Source: an optimization exercise on an open RTL-to-GDS flow (aim: small area). Production flows keep margins and buffers that such runs may drop.
Only simulation tests tie the RTL to the original design; equivalence was not proved.
Power is estimated from default activity; no workload was simulated.

File: standard.sh
#!/bin/bash
# synth_recipe.tcl (not shown) runs the flow's synth.tcl, then flattens the netlist and writes it again
# the make line also repeats each setting of config.mk as NAME=value (left out here)
make -C /OpenROAD-flow-scripts/flow DESIGN_CONFIG=/design/flow/config.mk WORK_HOME=/design/flow/orfs CLKGATE_MAP_FILE= SYNTH_SCRIPT=/design/flow/synth_recipe.tcl "${@:-finish}"
File: flow/run.sh
#!/bin/bash
# Standard ORFS layout (the standard.sh, standard synthesis unchanged) with
# two layout-only knobs:
#  - buffer the ports with the smallest buffer
#  - clock tree: clkbuf_8 drives the sink clusters, clkbuf_16 above them,
#    no dummy loads
set -euo pipefail
export BUFFER_PORTS_ARGS="-buffer_cell sky130_fd_sc_hd__buf_1"
export CTS_ARGS="-sink_clustering_enable -repair_clock_nets -sink_clustering_size 18 -sink_clustering_max_diameter 50 -buf_list {sky130_fd_sc_hd__clkbuf_8 sky130_fd_sc_hd__clkbuf_16} -sink_clustering_buffer sky130_fd_sc_hd__clkbuf_8 -root_buf sky130_fd_sc_hd__clkbuf_16 -dont_use_dummy_load"
bash standard.sh > standard.log 2>&1
File: constraint.sdc
create_clock -name core_clock -period 10.0 [get_ports {clk}]
set_input_delay 2.0000 -clock core_clock [delete_from_list [all_inputs] [get_ports {clk}]]
set_output_delay 2.0000 -clock core_clock [all_outputs]
set_load 0.01 [all_outputs]
File: config.mk
export PLATFORM = sky130hd
export DESIGN_NAME = ahb_usb
export DESIGN_NICKNAME = ahb_usb
export VERILOG_FILES = /design/flow/design.v
export SDC_FILE = /design/flow/constraint.sdc
export NUM_CORES = 4
export LEC_CHECK = 0
export CAP_MARGIN = 20
export CORE_MARGIN = 2
export CORE_UTILIZATION = 80
export SLEW_MARGIN = 20
export SYNTH_HIERARCHICAL = 1
File: design.v
`timescale 1ns / 10ps
module ahb_usb #(
) (
    input clk, n_rst,
    input logic hsel,
    input logic [3:0] haddr,
    input logic [2:0] hsize,
    input logic [1:0] htrans,
    input logic hwrite,
    input logic [2:0] hburst,
    input logic [31:0] hwdata,
    output logic hready,
    output logic [31:0] hrdata,
    output logic hresp,
    input logic dp_in,
    input logic dm_in,
    output logic dp_out,
    output logic dm_out,
    output logic d_mode
);
    logic [2:0] RX_packet, TX_packet;
    logic RX_data_ready, RX_transfer_active, RX_error;
    logic [6:0] buffer_occupancy;
    logic [7:0] RX_data, TX_data;
    logic clear_done, get_RX_data, store_TX_data, clear, TX_error, TX_transfer_active, packet_done;
    logic flush, store_RX_packet_data, get_TX_packet_data;
    logic [7:0] RX_packet_data, TX_packet_data;
    logic last_store_TX_data, last_store_RX_data;
    logic tx_in_wait;
    logic [6:0] waddr, raddr, hw;
    logic [63:0][7:0] mem, mem_d;
    logic clear_flag, any_store, wr, rd;
    logic [7:0] wval, nwval, rdata;
    assign clear_flag = clear | flush;
    assign clear_done = clear_flag;
    assign last_store_TX_data = tx_in_wait;
    assign any_store = last_store_TX_data | last_store_RX_data;
    assign wr = (clear_flag | any_store) & ~waddr[6];
    assign wval = clear_flag ? 8'h00 : (last_store_RX_data ? RX_packet_data : TX_data);
    assign nwval = ~wval;
    logic eq_rw, at_hw;
    assign eq_rw = (raddr == waddr);
    assign at_hw = (waddr == hw);
    assign rd = ~eq_rw & (get_TX_packet_data | get_RX_data);
    always_ff @(posedge clk, negedge n_rst) begin
        if (~n_rst) begin
            last_store_RX_data <= 0;
            waddr <= 0;
            raddr <= 0;
            hw <= 0;
        end else begin
            last_store_RX_data <= store_RX_packet_data;
            if (clear_flag) waddr <= 0;
            else if (any_store & ~waddr[6]) waddr <= waddr + 1;
            if (clear_flag) raddr <= 0;
            else if (rd) raddr <= raddr + 1;
            if (wr && at_hw) hw <= hw + 1;
        end
    end
    logic [63:0] we;
    always_comb
        for (int i = 0; i < 64; i++) we[i] = wr & (waddr[5:0] == i[5:0]);
    logic [63:0] nwe;
    assign nwe = ~we;
    genvar gi, gb;
    generate
        for (gi = 0; gi < 64; gi++) begin : g_byte
            for (gb = 0; gb < 8; gb++) begin : g_bit
                logic hold_n;
                db_nand2 u_h (.a(mem[gi][gb]), .b(nwe[gi]), .y(hold_n));
                db_o21ai u_d (.a1(nwval[gb]), .a2(nwe[gi]), .b1(hold_n), .y(mem_d[gi][gb]));
            end
        end
    endgenerate
    always_ff @(posedge clk)
        mem <= mem_d;
    logic rvalid;
    logic [7:0] rs_lo, rs_hi;
    logic [63:0] rsel;
    assign rvalid = ~(eq_rw & at_hw);
    always_comb begin
        for (int i = 0; i < 8; i++) begin
            rs_lo[i] = (raddr[2:0] == i[2:0]);
            rs_hi[i] = (raddr[5:3] == i[2:0]) & rvalid;
        end
        for (int i = 0; i < 64; i++) rsel[i] = rs_lo[i % 8] & rs_hi[i / 8];
    end
    generate
        for (gb = 0; gb < 8; gb++) begin : g_rd
            logic [21:0] t_n;
            logic [5:0] u;
            logic [2:0] v_n;
            for (gi = 0; gi < 21; gi++) begin : g_t
                db_a222oi u_t (.a1(rsel[3*gi]), .a2(mem[3*gi][gb]),
                               .b1(rsel[3*gi+1]), .b2(mem[3*gi+1][gb]),
                               .c1(rsel[3*gi+2]), .c2(mem[3*gi+2][gb]), .y(t_n[gi]));
            end
            db_nand2 u_t21 (.a(rsel[63]), .b(mem[63][gb]), .y(t_n[21]));
            for (gi = 0; gi < 5; gi++) begin : g_u
                db_nand4 u_u (.a(t_n[4*gi]), .b(t_n[4*gi+1]), .c(t_n[4*gi+2]), .d(t_n[4*gi+3]), .y(u[gi]));
            end
            db_nand2 u_u5 (.a(t_n[20]), .b(t_n[21]), .y(u[5]));
            db_nor2 u_v0 (.a(u[0]), .b(u[1]), .y(v_n[0]));
            db_nor2 u_v1 (.a(u[2]), .b(u[3]), .y(v_n[1]));
            db_nor2 u_v2 (.a(u[4]), .b(u[5]), .y(v_n[2]));
            db_nand3 u_w (.a(v_n[0]), .b(v_n[1]), .c(v_n[2]), .y(rdata[gb]));
        end
    endgenerate
    assign RX_data = get_RX_data ? rdata : 8'h00;
    assign TX_packet_data = (~get_RX_data & get_TX_packet_data) ? rdata : 8'h00;
    assign buffer_occupancy = waddr - raddr;
    if (1) begin : g_ahb
    logic act;
    assign act = hsel & htrans[1];
    logic l_wr, l_t1;
    logic [3:0] l_addr;
    logic [1:0] l_sz;
    logic r_wr, r_t1;
    logic [3:0] r_addr;
    logic [1:0] hr_state, next_hr_state;
    logic [31:0] dbr;
    logic [7:0] tx_ctl, flush_ctl;
    logic tx_busy, tx_wait;
    logic [1:0] tx_n, tx_hs;
    localparam logic [1:0] RX_IDLE = 2'd0, RX_WRDY = 2'd1, RX_ADDR = 2'd2, RX_WADDR = 2'd3;
    logic [1:0] rx_st, rx_n, rx_hs;
    logic error, stall, raw, tx_ready, rx_ready, tx_cont, rx_cont, tx_stall;
    logic r_error, w_error;
    assign hresp = hr_state[1];
    assign raw = act & ~hwrite & r_wr & (r_addr == haddr);
    assign hready = ~hr_state[0] & ~raw;
    assign d_mode = TX_transfer_active;
    assign TX_packet = tx_ctl[2:0];
    assign clear = flush_ctl[0];
    assign tx_ready = act & hwrite & (haddr[3:2] == 2'b00);
    assign rx_ready = act & ~hwrite & (haddr[3:2] == 2'b00);
    assign tx_cont = ~tx_n[0] ? ((tx_hs == 2'd1) || (tx_hs == 2'd2)) : (~tx_n[1] & (tx_hs == 2'd2));
    assign rx_cont = ~rx_n[0] ? ((rx_hs == 2'd1) || (rx_hs == 2'd2)) : (~rx_n[1] & (rx_hs == 2'd2));
    assign tx_stall = tx_busy ? (~tx_wait | tx_cont) : tx_ready;
    always_comb begin
        case (rx_st)
            RX_IDLE: stall = rx_ready | tx_stall;
            RX_WADDR: stall = rx_cont;
            default: stall = 1'b1;
        endcase
    end
    always_comb begin
        case (hsize)
            3'd0: r_error = ~((haddr <= 4'h8) || (haddr == 4'hC) || (haddr == 4'hD));
            3'd1: r_error = ~((haddr == 4'h0) || (haddr == 4'h2) || (haddr == 4'h4) || (haddr == 4'h6) || (haddr == 4'h8) || (haddr == 4'hC) || (haddr == 4'hD));
            3'd2: r_error = ~((haddr == 4'h0) || (haddr == 4'h4) || (haddr == 4'h6) || (haddr == 4'h8) || (haddr == 4'hC) || (haddr == 4'hD));
            default: r_error = 1'b0;
        endcase
        case (hsize)
            3'd0: w_error = ~((haddr[3:2] == 2'b00) || (haddr == 4'hC) || (haddr == 4'hD));
            3'd1: w_error = ~((haddr == 4'h0) || (haddr == 4'h2) || (haddr == 4'hC) || (haddr == 4'hD));
            3'd2: w_error = ~((haddr == 4'h0) || (haddr == 4'hC) || (haddr == 4'hD));
            default: w_error = 1'b0;
        endcase
    end
    assign error = act & ~hresp & (hwrite ? w_error : r_error);
    always_comb begin
        if (hr_state == 2'b11) next_hr_state = 2'b10;
        else if (error) next_hr_state = 2'b11;
        else if (stall) next_hr_state = 2'b01;
        else next_hr_state = 2'b00;
    end
    logic we;
    logic [3:0] lane_we;
    logic tx_we, flush_we;
    assign we = hsel & r_t1 & l_wr;
    always_comb begin
        lane_we = 4'b0000;
        tx_we = 1'b0;
        flush_we = 1'b0;
        case (l_sz)
            2'd0: begin
                if (l_addr[3:2] == 2'b00) lane_we[l_addr[1:0]] = 1'b1;
                tx_we = (l_addr == 4'hC);
                flush_we = (l_addr == 4'hD);
            end
            2'd1: begin
                if (l_addr == 4'h0) lane_we = 4'b0011;
                if (l_addr == 4'h2) lane_we = 4'b1100;
                tx_we = (l_addr == 4'hC);
                flush_we = (l_addr == 4'hC) || (l_addr == 4'hD);
            end
            2'd2: begin
                if (l_addr == 4'h0) lane_we = 4'b1111;
                tx_we = (l_addr == 4'hC);
                flush_we = (l_addr == 4'hC) || (l_addr == 4'hD);
            end
            default: ;
        endcase
    end
    always_ff @(posedge clk, negedge n_rst) begin
        if (~n_rst) begin
            l_t1 <= 0;
            r_wr <= 0;
            r_t1 <= 0;
            hr_state <= 2'b00;
            dbr <= 0;
            tx_ctl <= 0;
            flush_ctl <= 0;
            tx_busy <= 0;
            tx_wait <= 0;
            rx_st <= RX_IDLE;
        end else begin
            if (hready) l_t1 <= htrans[1];
            r_wr <= hwrite;
            r_t1 <= htrans[1];
            hr_state <= next_hr_state;
            for (int k = 0; k < 4; k++) begin
                if (rx_st == RX_ADDR && rx_n == k[1:0]) dbr[8*k +: 8] <= RX_data;
                else if (we & lane_we[k]) dbr[8*k +: 8] <= hwdata[8*k +: 8];
            end
            if (packet_done) tx_ctl <= 0;
            else if (we & tx_we) tx_ctl <= hwdata[7:0];
            if (clear_done) flush_ctl <= 0;
            else if (we & flush_we) flush_ctl <= hwdata[15:8];
            if (!tx_busy) begin
                tx_wait <= 1'b0;
                tx_busy <= tx_ready & ~hresp;
            end else if (!tx_wait) begin
                tx_wait <= 1'b1;
            end else begin
                tx_wait <= 1'b0;
                tx_busy <= tx_cont;
            end
            case (rx_st)
                RX_IDLE: begin
                    if (rx_ready & ~hresp) rx_st <= RX_WRDY;
                end
                RX_WRDY: begin
                    if (RX_data_ready) rx_st <= (l_addr[3:2] == 2'b00) ? RX_ADDR : RX_IDLE;
                end
                RX_ADDR: rx_st <= RX_WADDR;
                default: begin
                    rx_st <= rx_cont ? RX_ADDR : RX_IDLE;
                end
            endcase
        end
    end
    always_ff @(posedge clk) begin
        if (hready) begin
            l_wr <= hwrite;
            l_addr <= haddr;
            l_sz <= (hsize[2] | (hsize[1] & hsize[0])) ? 2'd3 : hsize[1:0];
        end
        r_addr <= haddr;
        if (!tx_busy) begin
            tx_hs <= hsize[1:0];
            tx_n <= haddr[1:0];
        end else if (tx_wait) begin
            tx_n <= tx_n + 2'd1;
        end
        case (rx_st)
            RX_IDLE: rx_hs <= hsize[1:0];
            RX_WRDY: rx_n <= l_addr[1:0];
            RX_WADDR: rx_n <= rx_n + 2'd1;
            default: ;
        endcase
    end
    assign store_TX_data = tx_busy & ~tx_wait;
    assign tx_in_wait = tx_busy & tx_wait;
    assign get_RX_data = (rx_st == RX_ADDR);
    assign TX_data = dbr[8*tx_n +: 8];
    logic [15:0] status_reg, error_reg;
    assign status_reg = {7'b0, TX_transfer_active, RX_transfer_active, 3'b0, RX_packet, RX_data_ready};
    assign error_reg = {7'b0, TX_error, 7'b0, RX_error};
    always_comb begin
        hrdata = 32'h0;
        if (hsel && l_t1 && ~hresp && ~l_wr) begin
            case (l_sz)
                2'd0: begin
                    case (l_addr)
                        4'h0: hrdata[7:0] = dbr[7:0];
                        4'h1: hrdata[15:8] = dbr[15:8];
                        4'h2: hrdata[23:16] = dbr[23:16];
                        4'h3: hrdata[31:24] = dbr[31:24];
                        4'h4: hrdata[7:0] = status_reg[7:0];
                        4'h5: hrdata[15:8] = status_reg[15:8];
                        4'h6: hrdata[23:16] = error_reg[7:0];
                        4'h7: hrdata[31:24] = error_reg[15:8];
                        4'h8: hrdata[7:0] = {1'b0, buffer_occupancy};
                        4'hC: hrdata[7:0] = tx_ctl;
                        4'hD: hrdata[15:8] = flush_ctl;
                        default: ;
                    endcase
                end
                2'd1: begin
                    case (l_addr)
                        4'h0: hrdata[15:0] = dbr[15:0];
                        4'h2: hrdata[31:16] = dbr[31:16];
                        4'h4: hrdata[15:0] = status_reg;
                        4'h6: hrdata[31:16] = error_reg;
                        4'h8: hrdata[7:0] = {1'b0, buffer_occupancy};
                        4'hC: hrdata[15:0] = {flush_ctl, tx_ctl};
                        4'hD: hrdata[15:8] = flush_ctl;
                        default: ;
                    endcase
                end
                2'd2: begin
                    case (l_addr)
                        4'h0: hrdata = dbr;
                        4'h4: hrdata[15:0] = status_reg;
                        4'h6: hrdata[31:16] = error_reg;
                        4'h8: hrdata[7:0] = {1'b0, buffer_occupancy};
                        4'hC: hrdata[15:0] = {flush_ctl, tx_ctl};
                        4'hD: hrdata[15:8] = flush_ctl;
                        default: ;
                    endcase
                end
                default: ;
            endcase
        end
    end
    end
    logic [7:0] encoded_TX_packet_data, pidbyte;
    logic c8bit_rollover_flag, tx_clk_div, tx_clear, counter_clear, bit_counter_en;
    logic en_clk_div_tx;
    always_comb begin
        case (TX_packet)
            1 : pidbyte = 8'b11010111;
            2 : pidbyte = 8'b00100111;
            3 : pidbyte = 8'b11001001;
            4 : pidbyte = 8'b00111001;
            5 : pidbyte = 8'b01000001;
            default: pidbyte = 8'h01;
        endcase
    end
    assign en_clk_div_tx = (TX_packet < 6) && (TX_packet != 0);
    assign TX_error = (TX_packet > 5);
    logic [3:0] tx_bitc;
    always_ff @(posedge clk, negedge n_rst) begin
        if (~n_rst) tx_bitc <= 0;
        else if (counter_clear) tx_bitc <= 0;
        else if (bit_counter_en) tx_bitc <= (tx_bitc == 4'd8) ? 4'd1 : tx_bitc + 4'd1;
    end
    assign c8bit_rollover_flag = (tx_bitc == 4'd8);
    logic [3:0] tx_c8;
    logic [1:0] tx_c3;
    logic tx_cnt_en, tx_c8f, tx_c3f;
    assign tx_c8f = (tx_c8 == 4'd8);
    assign tx_c3f = (tx_c3 == 2'd3);
    always_ff @(posedge clk, negedge n_rst) begin
        if (~n_rst) begin
            tx_c8 <= 0;
            tx_c3 <= 0;
            tx_cnt_en <= 0;
        end else begin
            if (tx_clear) tx_c8 <= 0;
            else if (tx_cnt_en) tx_c8 <= tx_c8f ? 4'd1 : tx_c8 + 4'd1;
            if (tx_clear) tx_c3 <= 0;
            else if (tx_c8f) tx_c3 <= tx_c3f ? 2'd1 : tx_c3 + 2'd1;
            tx_cnt_en <= en_clk_div_tx & (~tx_cnt_en | ~(tx_c8f & tx_c3f));
        end
    end
    assign tx_clk_div = ((tx_c8f & ~tx_c3f) | ~tx_cnt_en) & en_clk_div_tx & (tx_c8 != 4'd0);
    assign encoded_TX_packet_data[7] = TX_packet_data[7];
    always_comb
        for (int i = 6; i >= 0; i--)
            encoded_TX_packet_data[i] = TX_packet_data[i] ? encoded_TX_packet_data[i+1] : ~encoded_TX_packet_data[i+1];
    if (1) begin : g_txf
        logic  clk_div;
        assign clk_div = tx_clk_div;
        logic [2:0] tx_packet;
        assign tx_packet = TX_packet;
        logic  buff_empty;
        assign buff_empty = eq_rw;
        logic [7:0] encoded_tx_packet_data;
        assign encoded_tx_packet_data = encoded_TX_packet_data;
        logic  get_tx_packet_data;
        assign get_TX_packet_data = get_tx_packet_data;
        logic  tx_transfer_active;
        assign TX_transfer_active = tx_transfer_active;
        logic  clear;
        assign tx_clear = clear;
        logic  DP_OUT;
        assign dp_out = DP_OUT;
        logic  DM_OUT;
        assign dm_out = DM_OUT;
    logic [7:0] syncbyte, crcbyte1, crcbyte2, parallel_in;
    logic shift_enable, load_enable;
    logic serial_out;
    logic serial_out_dp, serial_out_sr;
    assign syncbyte = 8'b01010100;
    assign crcbyte1 = 8'b00010001;
    assign crcbyte2 = 8'b00100010;
        localparam logic [4:0] IDLE = 5'd0;
    localparam logic [4:0] LoadSYNC = 5'd1;
    localparam logic [4:0] ShiftSYNC = 5'd2;
    localparam logic [4:0] SYNCWait = 5'd3;
    localparam logic [4:0] LoadPID = 5'd4;
    localparam logic [4:0] PIDWait = 5'd5;
    localparam logic [4:0] ShiftPID = 5'd6;
    localparam logic [4:0] LoadCRC1 = 5'd7;
    localparam logic [4:0] CRC1Wait = 5'd8;
    localparam logic [4:0] ShiftCRC1 = 5'd9;
    localparam logic [4:0] LoadCRC2 = 5'd10;
    localparam logic [4:0] CRC2Wait = 5'd11;
    localparam logic [4:0] ShiftCRC2 = 5'd12;
    localparam logic [4:0] LoadDATA = 5'd13;
    localparam logic [4:0] DATAWait = 5'd14;
    localparam logic [4:0] ShiftDATA = 5'd15;
    localparam logic [4:0] LoadEOP = 5'd16;
    localparam logic [4:0] ShiftEOP = 5'd17;
    localparam logic [4:0] EOPWait = 5'd18;
    localparam logic [4:0] PacketDone = 5'd19;
    logic [4:0] state, n_state;
    always_ff @( posedge clk, negedge n_rst ) begin
        if (n_rst == 0) begin
            state <= IDLE;
        end
        else begin
            state <= n_state;
        end
    end
    always_comb begin : Transition
        case (state)
            IDLE : begin
                if ((tx_packet > 0) && (tx_packet < 6)) begin
                    n_state = LoadSYNC;
                end
                else begin
                    n_state = IDLE;
                end
            end
            LoadSYNC : begin
                n_state = SYNCWait;
            end
            ShiftSYNC : begin
                n_state = SYNCWait;
            end
            SYNCWait : begin
                if ((clk_div == 1) && (c8bit_rollover_flag != 1)) begin
                    n_state = ShiftSYNC;
                end
                else if (((clk_div == 1) && (c8bit_rollover_flag == 1))) begin
                    n_state = LoadPID;
                end
                else begin
                    n_state = SYNCWait;
                end
            end
            LoadPID : begin
                n_state = PIDWait;
            end
            ShiftPID : begin
                    n_state = PIDWait;
            end
            PIDWait : begin
                if ((clk_div == 1) && (c8bit_rollover_flag != 1)) begin
                    n_state = ShiftPID;
                end
                else if ((clk_div == 1) && (c8bit_rollover_flag == 1) && ((tx_packet == 1) || (tx_packet == 2)) ) begin
                    n_state = LoadDATA;
                end
                else if ((clk_div == 1) && (c8bit_rollover_flag == 1))begin
                    n_state = LoadCRC1;
                end
                else begin
                    n_state = PIDWait;
                end
            end
            LoadDATA : begin
                n_state = DATAWait;
            end
            ShiftDATA : begin
                n_state = DATAWait;
            end
            DATAWait : begin
                if ((clk_div == 1) && (c8bit_rollover_flag != 1)) begin
                    n_state = ShiftDATA;
                end
                else if ((clk_div == 1) && (c8bit_rollover_flag == 1) && (!buff_empty)) begin
                    n_state = LoadDATA;
                end
                else if ((clk_div == 1) && (c8bit_rollover_flag == 1) && (buff_empty))begin
                    n_state = LoadCRC1;
                end
                else begin
                    n_state = DATAWait;
                end
            end
            LoadCRC1 : begin
                n_state = CRC1Wait;
            end
            ShiftCRC1 : begin
                n_state = CRC1Wait;
            end
            CRC1Wait : begin
                if ((clk_div == 1) && (c8bit_rollover_flag != 1)) begin
                    n_state = ShiftCRC1;
                end
                else if ((clk_div == 1) && (c8bit_rollover_flag == 1)) begin
                    n_state = LoadCRC2;
                end
                else begin
                    n_state = CRC1Wait;
                end
            end
            LoadCRC2 : begin
                n_state = CRC2Wait;
            end
            ShiftCRC2 : begin
                n_state = CRC2Wait;
            end
            CRC2Wait : begin
                if ((clk_div == 1) && (c8bit_rollover_flag != 1)) begin
                    n_state = ShiftCRC2;
                end
                else if ((clk_div == 1) && (c8bit_rollover_flag == 1)) begin
                    n_state = LoadEOP;
                end
                else begin
                    n_state = CRC2Wait;
                end
            end
            LoadEOP : begin
                if (clk_div == 1) begin
                    n_state = ShiftEOP;
                end
                else begin
                    n_state = state;
                end
            end
            ShiftEOP : n_state = EOPWait;
            EOPWait : begin
                if (clk_div == 1) begin
                    n_state = PacketDone;
                end
                else begin
                    n_state = state;
                end
            end
            PacketDone : n_state = IDLE;
            default: n_state = IDLE;
        endcase
    end
    always_comb begin : Output
        parallel_in = '0;
        serial_out_dp = 0;
        case (state)
            IDLE : begin
                clear = 0;
                counter_clear = 1;
                tx_transfer_active = 0;
                packet_done = 0;
                shift_enable = 0;
                load_enable = 1;
                bit_counter_en = 0;
                parallel_in = 8'h80;
                get_tx_packet_data = 0;
            end
            LoadSYNC : begin
                clear = 0;
                counter_clear = 0;
                tx_transfer_active = 1;
                packet_done = 0;
                shift_enable = 1;
                load_enable = 1;
                bit_counter_en = 0;
                parallel_in = syncbyte;  
                get_tx_packet_data = 0;
            end
            ShiftSYNC : begin
                clear = 0;
                counter_clear = 0;
                tx_transfer_active = 1;
                packet_done = 0;
                shift_enable = 1;
                load_enable = 0;
                bit_counter_en = 1;
                get_tx_packet_data = 0;
            end
            SYNCWait : begin
                clear = 0;
                counter_clear = 0;
                tx_transfer_active = 1;
                packet_done = 0;
                shift_enable = 0;
                load_enable = 0;
                bit_counter_en = 0;
                get_tx_packet_data = 0;
            end
            LoadPID : begin
                clear = 0;
                counter_clear = 1;
                tx_transfer_active = 1;
                packet_done = 0;
                shift_enable = 1;
                load_enable = 1;
                bit_counter_en = 0;
                parallel_in = pidbyte;
                get_tx_packet_data = 0;
            end
            PIDWait : begin
                clear = 0;
                counter_clear = 0;
                tx_transfer_active = 1;
                packet_done = 0;
                shift_enable = 0;
                load_enable = 0;
                bit_counter_en = 0;
                get_tx_packet_data = 0;
            end
            ShiftPID : begin
                clear = 0;
                counter_clear = 0;
                tx_transfer_active = 1;
                packet_done = 0;
                shift_enable = 1;
                load_enable = 0;
                bit_counter_en = 1;
                get_tx_packet_data = 0;
            end
            LoadDATA : begin
                clear = 0;
                counter_clear = 1;
                tx_transfer_active = 1;
                packet_done = 0;
                shift_enable = 1;
                load_enable = 1;
                bit_counter_en = 0;
                parallel_in = encoded_tx_packet_data;
                get_tx_packet_data = 1;
            end
            DATAWait : begin
                clear = 0;
                counter_clear = 0;
                tx_transfer_active = 1;
                packet_done = 0;
                shift_enable = 0;
                load_enable = 0;
                bit_counter_en = 0;
                get_tx_packet_data = 0;
            end
            ShiftDATA : begin
                clear = 0;
                counter_clear = 0;
                tx_transfer_active = 1;
                packet_done = 0;
                shift_enable = 1;
                load_enable = 0;
                bit_counter_en = 1;
                get_tx_packet_data = 0;
            end
            LoadCRC1 : begin
                clear = 0;
                counter_clear = 1;
                tx_transfer_active = 1;
                packet_done = 0;
                shift_enable = 1;
                load_enable = 1;
                bit_counter_en = 0;
                parallel_in = crcbyte1;
                get_tx_packet_data = 0;
            end
            CRC1Wait : begin
                clear = 0;
                counter_clear = 0;
                tx_transfer_active = 1;
                packet_done = 0;
                shift_enable = 0;
                load_enable = 0;
                bit_counter_en = 0;
                get_tx_packet_data = 0;
            end
            ShiftCRC1 : begin
                clear = 0;
                counter_clear = 0;
                tx_transfer_active = 1;
                packet_done = 0;
                shift_enable = 1;
                load_enable = 0;
                bit_counter_en = 1;
                get_tx_packet_data = 0;
            end
            LoadCRC2 : begin
                clear = 0;
                counter_clear = 1;
                tx_transfer_active = 1;
                packet_done = 0;
                shift_enable = 1;
                load_enable = 1;
                bit_counter_en = 1;
                parallel_in = crcbyte2;
                get_tx_packet_data = 0;
            end
            CRC2Wait : begin
                clear = 0;
                counter_clear = 0;
                tx_transfer_active = 1;
                packet_done = 0;
                shift_enable = 0;
                load_enable = 0;
                bit_counter_en = 0;
                get_tx_packet_data = 0;
            end
            ShiftCRC2 : begin
                clear = 0;
                counter_clear = 0;
                tx_transfer_active = 1;
                packet_done = 0;
                shift_enable = 1;
                load_enable = 0;
                bit_counter_en = 1;
                get_tx_packet_data = 0;
            end
            LoadEOP : begin
                clear = 0;
                counter_clear = 1;
                tx_transfer_active = 1;
                packet_done = 0;
                shift_enable = 1;
                load_enable = 1;
                bit_counter_en = 0;
                get_tx_packet_data = 0;
            end
            ShiftEOP : begin
                clear = 0;
                counter_clear = 0;
                tx_transfer_active = 1;
                packet_done = 0;
                shift_enable = 1;
                load_enable = 0;
                bit_counter_en = 1;
                get_tx_packet_data = 0;
            end
            EOPWait : begin
                clear = 0;
                counter_clear = 0;
                tx_transfer_active = 1;
                packet_done = 0;
                shift_enable = 0;
                load_enable = 0;
                bit_counter_en = 0;
                get_tx_packet_data = 0;
            end
            PacketDone : begin
                clear = 1;
                counter_clear = 1;
                tx_transfer_active = 0;
                packet_done = 1;
                shift_enable = 0;
                load_enable = 1;
                bit_counter_en = 0;
                get_tx_packet_data = 0;
                parallel_in = 8'h80;
                serial_out_dp = 1;
            end
            default: begin
                clear = 1;
                counter_clear = 1;
                tx_transfer_active = 0;
                packet_done = 0;
                shift_enable = 0;
                load_enable = 1;
                bit_counter_en = 0;
                get_tx_packet_data = 0;
            end
        endcase
    end
    logic [7:0] sr;
    always_ff @( posedge clk, negedge n_rst ) begin
        if (!n_rst)
            sr[7] <= 1'b1;
        else if (load_enable)
            sr[7] <= parallel_in[7];
        else if (shift_enable)
            sr[7] <= sr[6];
    end
    always_ff @( posedge clk ) begin
        if (load_enable)
            sr[6:0] <= parallel_in[6:0];
        else if (shift_enable)
            sr[6:0] <= {sr[5:0], 1'b0};
    end
    assign serial_out_sr = sr[7];
    assign serial_out = serial_out_sr || serial_out_dp;
    assign DP_OUT = serial_out;
    always_comb begin
        if ((state == LoadEOP) || (state == ShiftEOP) || (state == EOPWait)) begin
            DM_OUT = 0;
        end
        else begin
            DM_OUT = ~serial_out;
        end
    end
    end
    logic dp_s1, dp_s, dm_s1, dm_s;
    always_ff @(posedge clk, negedge n_rst) begin
        if (~n_rst) begin
            dp_s1 <= 1'b1;
            dp_s <= 1'b1;
            dm_s1 <= 1'b0;
            dm_s <= 1'b0;
        end else begin
            dp_s1 <= dp_in;
            dp_s <= dp_s1;
            dm_s1 <= dm_in;
            dm_s <= dm_s1;
        end
    end
    logic rx_clk_div, d_edge, d_orig, eop, eop_error;
    logic rx_clear, en_clk_div_rx, shift_in, clear_clk, store_packet, shift_enable, count_en;
    logic NRZI_en, clear_4clk, clk_4_en, addr_check, addr_right, addr_wrong;
    logic rollover_flag_3, byte_strobe, readjust, clear_diff_count;
    logic [7:0] packet_data;
    logic [1:0] eop_count;
    logic prev_dp, prev_dm, se0p;
    assign se0p = ~prev_dp & ~prev_dm;
    always_ff @(posedge clk, negedge n_rst) begin
        if (~n_rst) begin
            eop_count <= 0;
            prev_dm <= 0;
            prev_dp <= 1;
        end else if (rx_clear) begin
            eop_count <= 0;
        end else if (rx_clk_div) begin
            eop_count <= se0p ? eop_count + 2'd1 : 2'd0;
            prev_dm <= dm_s;
            prev_dp <= dp_s;
        end
    end
    assign eop = (eop_count == 2'd2) & ~se0p;
    assign eop_error = ((eop_count == 2'd1) & ~se0p) | ((eop_count == 2'd2) & se0p);
    logic [3:0] rx_c8;
    logic [1:0] rx_c3;
    logic rx_cnt_en, rx_c8f, rx_c3f, en_cd_rx;
    assign rx_c8f = (rx_c8 == 4'd8);
    assign rx_c3f = (rx_c3 == 2'd3);
    assign en_cd_rx = en_clk_div_rx & ~readjust;
    always_ff @(posedge clk, negedge n_rst) begin
        if (~n_rst) begin
            rx_c8 <= 0;
            rx_c3 <= 0;
            rx_cnt_en <= 0;
        end else begin
            if (clear_clk) rx_c8 <= 0;
            else if (rx_cnt_en) rx_c8 <= rx_c8f ? 4'd1 : rx_c8 + 4'd1;
            if (clear_clk) rx_c3 <= 0;
            else if (rx_c8f) rx_c3 <= rx_c3f ? 2'd1 : rx_c3 + 2'd1;
            rx_cnt_en <= en_cd_rx & (~rx_cnt_en | ~(rx_c8f & rx_c3f));
        end
    end
    assign rx_clk_div = ((rx_c8f & ~rx_c3f) | ~rx_cnt_en) & en_cd_rx & (rx_c8 != 4'd0) & ~clear_diff_count;
    logic dp_prev;
    always_ff @(posedge clk, negedge n_rst) begin
        if (~n_rst) dp_prev <= 1'b1;
        else if (NRZI_en) dp_prev <= dp_s;
    end
    assign d_orig = ~(dp_s ^ dp_prev);
    assign d_edge = dp_s ^ dp_prev;
    always_ff @(posedge clk) begin
        if (shift_enable) packet_data <= {d_orig, packet_data[7:1]};
    end
    logic [15:0] data_register;
    logic [3:0] next_pid;
    logic [2:0] rx_packet_r;
    assign next_pid = shift_in ? packet_data[3:0] : data_register[11:8];
    always_ff @(posedge clk) begin
        if (shift_in) data_register <= {packet_data, data_register[15:8]};
    end
    always_ff @(posedge clk, negedge n_rst) begin
        if (~n_rst) begin
            rx_packet_r <= 3'b0;
        end else begin
            if (store_packet) begin
                case (next_pid)
                    4'b0001: rx_packet_r <= 3'b001;  
                    4'b1001: rx_packet_r <= 3'b010;  
                    4'b0010: rx_packet_r <= 3'b011;  
                    4'b0011: rx_packet_r <= 3'b100;  
                    4'b1011: rx_packet_r <= 3'b101;  
                    default: rx_packet_r <= 3'b000;
                endcase
            end
        end
    end
    assign RX_packet = rx_packet_r;
    assign RX_packet_data = data_register[7:0];
    assign addr_right = addr_check & (data_register[10:0] == 11'b10111010101);
    assign addr_wrong = addr_check & (data_register[10:0] != 11'b10111010101);
    logic [3:0] byte_cnt;
    logic [1:0] four_cnt;
    logic [5:0] div_cnt;
    always_ff @(posedge clk, negedge n_rst) begin
        if (~n_rst) begin
            byte_cnt <= 0;
            four_cnt <= 0;
            div_cnt <= 0;
            clear_diff_count <= 0;
        end else begin
            if (rx_clear) byte_cnt <= 0;
            else if (count_en) byte_cnt <= byte_strobe ? 4'd1 : byte_cnt + 4'd1;
            if (clear_4clk) four_cnt <= 0;
            else if (clk_4_en) four_cnt <= rollover_flag_3 ? 2'd1 : four_cnt + 2'd1;
            if (clear_diff_count) div_cnt <= 0;
            else if (rx_clk_div) div_cnt <= readjust ? 6'd1 : div_cnt + 6'd1;
            clear_diff_count <= readjust;
        end
    end
    assign byte_strobe = (byte_cnt == 4'd8);
    assign rollover_flag_3 = (four_cnt == 2'd2);
    assign readjust = (div_cnt == 6'd45);
    if (1) begin : g_rxc
        logic  clk_div;
        assign clk_div = rx_clk_div;
        logic  buffer_full;
        assign buffer_full = waddr[6] & (raddr == 7'd0);
        logic  rx_error;
        assign RX_error = rx_error;
        logic  rx_dr;
        assign RX_data_ready = rx_dr;
        logic  rx_busy;
        assign RX_transfer_active = rx_busy;
        logic  store_rx_data;
        assign store_RX_packet_data = store_rx_data;
        logic  en_clk_div;
        assign en_clk_div_rx = en_clk_div;
        logic  clear;
        assign rx_clear = clear;
        logic  shift_en;
        assign shift_enable = shift_en;
localparam logic crc_right = 1'b1, crc_wrong = 1'b0, bitstuff_error = 1'b0;
logic store_data, crc_check, send_packet, EOP_en;
    localparam logic [5:0] IDLE = 6'd0;
    localparam logic [5:0] START = 6'd1;
    localparam logic [5:0] SAMPLE = 6'd2;
    localparam logic [5:0] SYNC_WAIT = 6'd3;
    localparam logic [5:0] SYNC = 6'd4;
    localparam logic [5:0] PID_WAIT = 6'd5;
    localparam logic [5:0] PID = 6'd6;
    localparam logic [5:0] FLUSH = 6'd7;
    localparam logic [5:0] FLUSH_WAIT = 6'd8;
    localparam logic [5:0] START_SHIFT = 6'd9;
    localparam logic [5:0] DATA_WAIT = 6'd10;
    localparam logic [5:0] DATA_WAIT2 = 6'd11;
    localparam logic [5:0] DATA_SHIFT = 6'd12;
    localparam logic [5:0] STORE_DATA = 6'd13;
    localparam logic [5:0] DATA_CRC = 6'd14;
    localparam logic [5:0] CRC_WAIT = 6'd15;
    localparam logic [5:0] DATA_EOP = 6'd16;
    localparam logic [5:0] DATA_IDLE = 6'd17;
    localparam logic [5:0] DATA_ERROR = 6'd18;
    localparam logic [5:0] TOKEN_SHIFT = 6'd19;
    localparam logic [5:0] TOKEN_WAIT1 = 6'd20;
    localparam logic [5:0] TOKEN_WAIT2 = 6'd21;
    localparam logic [5:0] TOKEN_WAIT3 = 6'd22;
    localparam logic [5:0] TOKEN_DATA1 = 6'd23;
    localparam logic [5:0] TOKEN_DATA2 = 6'd24;
    localparam logic [5:0] TOKEN_ADDR_WAIT = 6'd25;
    localparam logic [5:0] TOKEN_ADDR = 6'd26;
    localparam logic [5:0] TOKEN_CRC = 6'd27;
    localparam logic [5:0] TOKEN_CRC_WAIT = 6'd28;
    localparam logic [5:0] TOKEN_EOP = 6'd29;
    localparam logic [5:0] ACK_SHIFT = 6'd30;
    localparam logic [5:0] ACK_WAIT = 6'd31;
    localparam logic [5:0] ACK_SEND = 6'd32;
    localparam logic [5:0] EIDLE = 6'd33;
    localparam logic [5:0] EOP_CHECK = 6'd34;
    logic [5:0] state, next_state;
always_ff @(posedge clk, negedge n_rst) begin
    if(~n_rst) begin
        state <= IDLE;
    end
    else begin
        state <= next_state;
    end
end
always_comb begin
    next_state = state;
    case(state)
    IDLE: next_state = eop ? EIDLE : d_edge ? START : IDLE ; 
    START: next_state = eop ? EIDLE : rollover_flag_3 ? SAMPLE : START;
    SAMPLE: next_state = eop? EIDLE : SYNC_WAIT;
    SYNC_WAIT: next_state = eop ? EIDLE : byte_strobe ? SYNC : SYNC_WAIT ; 
    SYNC: next_state = eop ? EIDLE: (packet_data == 8'h80) ? PID_WAIT : EIDLE ;
    PID_WAIT: next_state = eop  ? EIDLE : byte_strobe? PID : PID_WAIT;
    PID: begin
        if(eop)
            next_state = EIDLE;
        case(packet_data)
        8'b11100001, 8'b01101001: next_state = TOKEN_SHIFT;  
        8'b11000011, 8'b01001011: next_state = FLUSH;  
        8'b11010010: next_state = ACK_SHIFT;  
        default: next_state = EIDLE;
        endcase
    end
    FLUSH: next_state = (eop ||bitstuff_error) ? EIDLE : FLUSH_WAIT; 
    FLUSH_WAIT: next_state = (eop ||bitstuff_error) ? EIDLE : byte_strobe ? START_SHIFT : FLUSH_WAIT;
    START_SHIFT: next_state = (eop || bitstuff_error) ? EIDLE : byte_strobe ? DATA_WAIT : START_SHIFT;
    DATA_WAIT: next_state = (eop_error ||bitstuff_error) ? EIDLE : eop ? DATA_CRC : byte_strobe ? DATA_SHIFT : DATA_WAIT;
    DATA_SHIFT: next_state = (eop_error || bitstuff_error || buffer_full) ? DATA_ERROR : eop ? DATA_CRC : DATA_WAIT2;
    DATA_WAIT2: next_state = (eop_error || bitstuff_error) ? DATA_ERROR : eop ? DATA_CRC : byte_strobe ? STORE_DATA : DATA_WAIT2;
    STORE_DATA: next_state = (eop_error || bitstuff_error || buffer_full) ? DATA_ERROR : eop ? DATA_CRC : DATA_SHIFT;
    DATA_ERROR: next_state = EIDLE;
    DATA_CRC: next_state = eop_error ? DATA_ERROR : CRC_WAIT;
    CRC_WAIT: next_state = crc_wrong ? EIDLE : crc_right ? DATA_EOP : CRC_WAIT; 
    DATA_EOP: next_state = DATA_IDLE; 
    DATA_IDLE : next_state = d_edge ? START : DATA_IDLE;
    TOKEN_SHIFT: next_state =  (eop || bitstuff_error) ? EIDLE : TOKEN_WAIT1;
    TOKEN_WAIT1:next_state = (eop || bitstuff_error) ? EIDLE : byte_strobe ? TOKEN_DATA1 : TOKEN_WAIT1;
    TOKEN_DATA1: next_state = (eop|| bitstuff_error) ? EIDLE : TOKEN_WAIT2;
    TOKEN_WAIT2: next_state = (eop || bitstuff_error) ? EIDLE : byte_strobe ? TOKEN_DATA2 : TOKEN_WAIT2;
    TOKEN_DATA2: next_state = (eop || bitstuff_error) ? EIDLE : TOKEN_WAIT3;
    TOKEN_WAIT3: next_state = (eop_error || bitstuff_error || addr_wrong) ? EIDLE : eop ? TOKEN_ADDR_WAIT : TOKEN_WAIT3;
    TOKEN_ADDR_WAIT: next_state = (eop_error) ? EIDLE : TOKEN_ADDR;
    TOKEN_ADDR: next_state = (eop_error || addr_wrong) ? EIDLE : addr_right ?  TOKEN_CRC : TOKEN_ADDR;
    TOKEN_CRC: next_state = TOKEN_CRC_WAIT;
    TOKEN_CRC_WAIT: next_state = (crc_wrong || eop_error || bitstuff_error) ? EIDLE : crc_right ? TOKEN_EOP : TOKEN_CRC_WAIT;
    TOKEN_EOP: next_state = IDLE;
    ACK_SHIFT: next_state = (eop_error ||bitstuff_error) ? EIDLE: ACK_WAIT;
    ACK_WAIT: next_state = (eop_error ||bitstuff_error) ? EIDLE: eop? ACK_SEND : ACK_WAIT;
    ACK_SEND: next_state = EOP_CHECK;
    EOP_CHECK: next_state = eop_error ? EIDLE : eop? EOP_CHECK : IDLE;
    EIDLE: next_state = d_edge ? START : EIDLE;
    default: next_state = IDLE;
    endcase
end
always_comb begin
    flush = 0;
    rx_error = 0; 
    rx_dr = 0;
    rx_busy = 1;
    store_rx_data = 0;
    store_data = 0;
    crc_check = 0;
    send_packet = 0;
    shift_in = 0;
    clear = 0;
    en_clk_div = 1;
    store_packet = 0;
    addr_check = 0;
    shift_en = ((clk_div == 1) || (rollover_flag_3 == 1 ));
    NRZI_en = ((clk_div == 1)) || (rollover_flag_3 == 1);
    count_en = ((clk_div == 1)) || (rollover_flag_3 == 1);
    EOP_en = clk_div;
    clear_clk = 0;
    clk_4_en = 0;
    clear_4clk = 0;
    case(state)
    IDLE: begin
        en_clk_div = 0;
        rx_busy = 0;
        clear = 1;
        clear_4clk = 1;
        send_packet = 1;
        shift_en = 0;
        count_en = 0;
        clear_clk = 1;
    end
    START: begin
        en_clk_div = 0;
        clk_4_en = 1;
    end
    SAMPLE: begin
        en_clk_div = 1;
        clear_4clk = 1;
    end
    SYNC_WAIT: begin
        en_clk_div = 1;
    end
    SYNC: begin
        en_clk_div = 1;
        clear = 1;    
    end
    PID_WAIT: begin
        en_clk_div = 1; 
    end
    PID: begin  
        en_clk_div = 1;
        clear = 1;
    end
    FLUSH: begin
        flush = 1;
        shift_in  = 1;
        en_clk_div = 1;        
    end
    FLUSH_WAIT: begin
        flush = 0;
        shift_in = 0;
        store_packet = 1;
    end
    START_SHIFT: begin
        en_clk_div = 1;
        shift_in = 1;
        store_data = 0;
        clear = 1;
    end
    DATA_WAIT: begin 
        en_clk_div = 1;
        shift_in = 0;
    end
    DATA_SHIFT: begin
        en_clk_div = 1;
        store_data = 0;
        shift_in = 1;
        clear = 1;
    end
    DATA_WAIT2: begin 
        en_clk_div = 1;
        shift_in = 0;
    end
    STORE_DATA: begin
        en_clk_div = 1;
        store_data = 1;
        shift_in  = 0;
        store_rx_data = 1;
        clear = 1;
    end
    DATA_ERROR: begin
        rx_error = 1;
        flush = 1;  
        clear = 1;
    end
    DATA_CRC: begin
        en_clk_div = 1;
        store_data = 0;
        crc_check = 1;
        shift_in = 0;
        store_data = 0; 
    end
    CRC_WAIT: begin
        en_clk_div = 1;
        crc_check = 0;
    end
    DATA_EOP: begin
        en_clk_div = 1;
        rx_dr = 1;  
        clear = 1;
    end
    DATA_IDLE: begin
        rx_dr = 1;
        rx_busy = 0;
        clear = 1;
        send_packet = 1;
        clear_clk = 1;
        clear_4clk = 1;
        en_clk_div = 0;
    end
    TOKEN_SHIFT:begin
        en_clk_div = 1;
        shift_in = 1;
        store_packet  = 1;
        clear = 1;
    end
    TOKEN_WAIT1:begin
        en_clk_div = 1;
        shift_in = 0;
    end
    TOKEN_DATA1: begin
        en_clk_div = 1;
        shift_in= 1;
        clear = 1;
    end
    TOKEN_WAIT2:begin
        en_clk_div = 1;
        shift_in = 0;
    end
    TOKEN_DATA2: begin
        en_clk_div = 1;
        shift_in= 1;
        clear = 1;
    end
    TOKEN_WAIT3:begin
        en_clk_div = 1;
        shift_in = 0;
    end
    TOKEN_ADDR_WAIT: begin
        en_clk_div = 1;
        addr_check = 1;
    end
    TOKEN_ADDR: begin
        en_clk_div = 1;
        addr_check = 1;
    end
    TOKEN_CRC: begin
        en_clk_div = 1;
        crc_check = 1;
    end
    TOKEN_CRC_WAIT: begin 
        en_clk_div = 1;
        crc_check = 0;
    end
    TOKEN_EOP: begin
        send_packet = 1;
        clear = 1;
    end
    ACK_SHIFT: begin
        shift_in = 1; 
    end
    ACK_WAIT: begin
        store_packet = 1;
    end
    ACK_SEND: begin
        send_packet = 1;
    end
    EOP_CHECK: begin
        clear = 1;
    end
    EIDLE: begin
        rx_error = 1;
        rx_busy = 0;  
        clear = 1;
        clear_clk = 1;
        clear_4clk = 1;
        en_clk_div = 0;
    end
    endcase
end
    end
endmodule
module db_nor2 (input logic a, b, output logic y);
    assign y = ~(a | b);
endmodule
module db_nand2 (input logic a, b, output logic y);
    assign y = ~(a & b);
endmodule
module db_nand3 (input logic a, b, c, output logic y);
    assign y = ~(a & b & c);
endmodule
module db_nand4 (input logic a, b, c, d, output logic y);
    assign y = ~(a & b & c & d);
endmodule
module db_o21ai (input logic a1, a2, b1, output logic y);
    assign y = ~((a1 | a2) & b1);
endmodule
module db_a222oi (input logic a1, a2, b1, b2, c1, c2, output logic y);
    assign y = ~((a1 & a2) | (b1 & b2) | (c1 & c2));
endmodule
==> flow_metrics.py <==
metrics = {
    "critical_path": {
        "worstSetupStartpoint": "raddr[2]",
        "crit_path_max_incr_delay_ns": 0.69,
        "worst_setup_path_start_kind": "register",
        "crit_end": "g_txf.sr[0]",
        "cp-end-kind": "register",
        "r2r_slack_ns": 3.37,
        "timing.rr.start": "raddr[2]",
        "r2r_end": "g_txf.sr[0]",
        "worstPathCellList": "inv_1 -> ha_1 -> nand4_1 -> or3_1 -> nand4b_1 -> and2_1 -> nand2_1 -> nor2_1 -> a222oi_1 -> nand4_1 -> nor2_1 -> nand3_1 -> xor3_1 -> xnor3_1 -> xor2_2 -> xor3_1 -> o21ai_1 -> nand2_1",
        "slowest_stage": "a222oi_1",
        "crit_fanout": 8,
        "critPathKind": "register to register",
        "cp.arrival_ns": 6.92,
        "ff2ff_path_depth": 18,
        "worst-endpoint-required_ns": 10.29,
    },
    "synthesis": {
        "synth_area_per_cell_sq_um": 9.109,
        "yosysSeqAreaShare": 0.5061,
        "async_flop_share": 0.1925,
        "syn_area_sq_mm": 0.02978,
        "synth-edff-count": 46,
        "ys_types": 100,
        "synth_top_area_frac": 0.3469,
        "synth_area_leaders": "dfxtp_1 35%, dfrtp_1 11%, nand2_1 9.0%",
        "ys_ff_latch": 696,
        "synth_nets": 3367,
        "synth_flop_cell": "dfxtp_1",
        "yosysWarningCount": 7,
        "postSynthCellCount": 3269,
        "yosysTopAreaCell": "dfxtp_1",
    },
    "sta": {
        "fin_crit_sh": 0.6626,
        "fin_ws_ns": 3.374,
        "skew_ns": 0.08134,
        "slew_headroom": 0.2216,
        "drv_slew": 0,
        "setup_violations": 0,
        "worst_pin_slew_ns": 1.168,
        "fin_setup_tns_ns": 0,
        "fin_crit_ns": 6.626,
        "hold_viol": 0,
        "rsz0062_at_grt": "false",
        "fmax_mhz": 150.9,
    },
    "clock_network": {
        "cts_buffer_depth": 3,
        "cts_tree": "yes",
        "root_buffer": "clkbuf_16",
        "clkTransAtPathRegs_ns": 0.11,
        "cts.hold.buffers_added": 0,
        "clkLatencyLatePin_ns": 0.61,
        "cts_sinks": 696,
        "post_cts.repair.setup_buffers": 0,
        "htreeDepth": 2,
        "cts_resized": 0,
        "cts-buffers-inserted": 50,
    },
    "layout": {
        "design_area_sq_mm": 0.03121,
        "layout-drive-gt1-share": 0.04430,
        "fin_cells": 3810,
        "area_delta_synth_final_pct": 4.815,
        "nNetsFinal": 3441,
    },
    "pwr": {
        "irDropWorstVdd_mv": 0.4844,
        "cellPowerDensity_mw_per_mm2": 234.9,
        "power_mw": 7.330,
        "leakagePower_nw": 11.52,
    },
    "global_routing": {
        "overflow": 0,
        "grt_antenna_before_repair": 1,
        "grt_max_degree": 83,
        "grt_pass1_vias": 25940,
        "grt_first_pass_wirelength_microns": 138900,
        "grt_usage": 0.4534,
    },
    "placed_design": {
        "port_buffers": 82,
        "place_area_sq_mm": 0.03046,
        "hpwl_microns": 59370,
        "finalWeightedCongestion": 0.9526,
        "pre_cts_ws_ns": 3.963,
        "dp_cells": 3759,
    },
    "floorplanning": {
        "initial_core_util": 0.8134,
        "fp-row-count": 70,
        "fp.dieW_microns": 196.9,
        "core-area_sq_mm": 0.03661,
        "io_pins": 87,
        "dieArea_sq_mm": 0.03878,
        "die-height_microns": 196.9,
    },
    "routing": {
        "drt_first_pass_iters": 13,
        "vias_per_cell": 7.198,
        "drt-total-wl_microns": 89270,
        "vias": 27420,
        "drc": 0,
        "ant_nets": 0,
        "wire_per_inst_microns": 23.43,
        "drt_first_iter_violations": 4659,
    },
    "flow_run": {
        "cap_violations": 0,
    },
    "hold_path": {
        "hold_class": "register to register",
    },
    "outcome": {
        "status": "complete, no violations",
    },
}
[report_power, final]
part / switching, mW / internal (mW) / total [mW]
clock: 0.854 / 0.497 / 1.35
sequential: 0.395 / 3.12 / 3.52
combinational: 1.77 / 0.696 / 2.46
total: 3.01 / 4.32 / 7.33
[cells in the mapped netlist (7+ instances only)]
master	n
o21ai_1	521
o21ai_0	66
nand3b_1	12
xnor2_1	29
dfxtp_1	516
nor3_1	28
nand4b_1	8
nand3_1	39
mux2i_1	62
o22ai_1	7
a211oi_1	9
xor2_1	23
nor2_1	240
mux4_2	12
a21oi_1	75
o22a_1	8
a222oi_1	168
a22oi_1	25
nor4_1	8
clkbuf_1	34
buf_2	28
nand4_1	57
mux2_2	18
inv_1	52
buf_1	8
edfxtp_1	46
nand2_1	715
nand2b_1	15
dfrtp_1	129
and2_1	20
a31oi_1	11
o21a_1	7
ha_1	47
nor2b_1	29
or2_2	8
and3_1	37
[critical path, delay by kind of cell (launching register included)]
kind,cells,cell delay [ns]
buffers and inverters,1,0.17
AO/OA/AOI/OAI,2,0.81
adder cells (fa/ha/maj),1,0.38
XOR/XNOR,4,1.53
AND/OR/NAND/NOR,10,2.91
flip-flops,1,0.49
[per-module statistics from Yosys (local to each module, per instance)]
module,flip-flops and latches,cell area (sq um),copies in the design
db_nand4,0,6.256,40
ahb_usb,696,23170,1
db_a222oi,0,10.01,168
db_o21ai,0,5.005,512
db_nor2,0,3.754,24
db_nand3,0,5.005,8
db_nand2,0,3.754,528
[metal layers]
metal	vias to the layer above	GRT usage	share of wire
li1	12120	-	-
met1	12660	0.5778	0.35
met2	2161	0.7000	0.44
met3	483	0.1037	0.13
met4	2	0.2952	0.073
met5	-	0	0.00015
[kinds of logic after synthesis]
logic type / after synthesis / synth area share
and+or+nand+nor: 1258 / 0.1861
AOI/OAI and AO/OA: 981 / 0.2109
DFF: 696 / 0.5061
buffers and inverters: 134 / 0.01971
muxes: 95 / 0.03798
xor gates and xnor gates: 57 / 0.01874
adders and majority gates: 48 / 0.02042
[sequential cells by signal, indices dropped and copies added (netlist names), 3 cells and up]
register	cells
g_ahb.l_addr	4
g_ahb.r_addr	4
tx_c8	4
tx_bitc	4
hw	7
byte_cnt	4
g_txf.state	5
g_ahb.tx_ctl	8
g_ahb.dbr	32
g_rxc.state	6
g_txf.sr	8
waddr	7
raddr	7
div_cnt	6
mem	512
rx_c8	4
rx_packet_r	3
packet_data	8
data_register	16
g_ahb.flush_ctl	8
[cell usage in the layout (no fill, tap or decap), types with 57 or more instances in the layout]
| cell type | netlist | final |
|---|---|---|
| a21oi_1 | 75 | 75 |
| a222oi_1 | 168 | 168 |
| buf_1 | 8 | 81 |
| dfrtp_1 | 129 | 129 |
| dfxtp_1 | 516 | 516 |
| mux2i_1 | 62 | 62 |
| nand2_1 | 715 | 707 |
| nand4_1 | 57 | 57 |
| nor2_1 | 240 | 240 |
| o21ai_0 | 66 | 66 |
| o21ai_1 | 521 | 520 |
[metrics by stage]
step | utilization | hold slack, ns
6_report | 0.8525 | 0.3743
5_1_grt | 0.8525 | 0.3806
4_1_cts | 0.8523 | 0.3744
3_5_place_dp | 0.8319 | 0.3508
3_3_place_gp | 0.8319 | 0.3319
2_1_floorplan | - | 0.3312
[layout make-up]
type	instances	area, sq um
flip-flops and latches	696	15070
multi-input cells	2439	14140
fillers	2074	5399
clock buffers	50	744.5
well taps	468	585.6
repair buffers	101	457.9
inverters	55	206.4
diodes	1	2.502
[how the worst min path moves through the flow]
stage	endpoint	start	depth (start not counted)	slack (ns)
floorplan	dm_s	dm_s1	0	0.33
global placement	dm_s	dm_s1	0	0.33
detailed placement	dm_s	dm_s1	0	0.35
CTS	dp_s	dp_s1	0	0.37
global route	dp_s	dp_s1	0	0.38
finish	dm_s	dm_s1	0	0.37

[port drivers added, routing unchanged]
Ports are ideal in the flow. The routed layout listed here was re-timed in OpenROAD. Step 1, drivers: a clkbuf_16 drives clk and a buf_2 each remaining input, both assumed. Step 2 adds t to the input delays and takes it off the output delays; t is the mean of the earliest and latest rising clock arrival at the registers after step 1. Input paths then give back, and output paths get back, about the clock's delay inside the block. Three values: no drivers, after step 1, after step 2; two values: the first two.
t (ns): 0.616
setup slack, ns: 3.374 / 3.374 / 3.374
worst hold slack (ns): 0.374 / 0.374 / 0.374
worst setup path after step 2: register to register
cell pins on the clock port's net: 1
After both steps setup and hold are still met in this run. For this run, drivers alone change the setup slack by 0.000 ns; drivers and shift together by 0.000 ns.
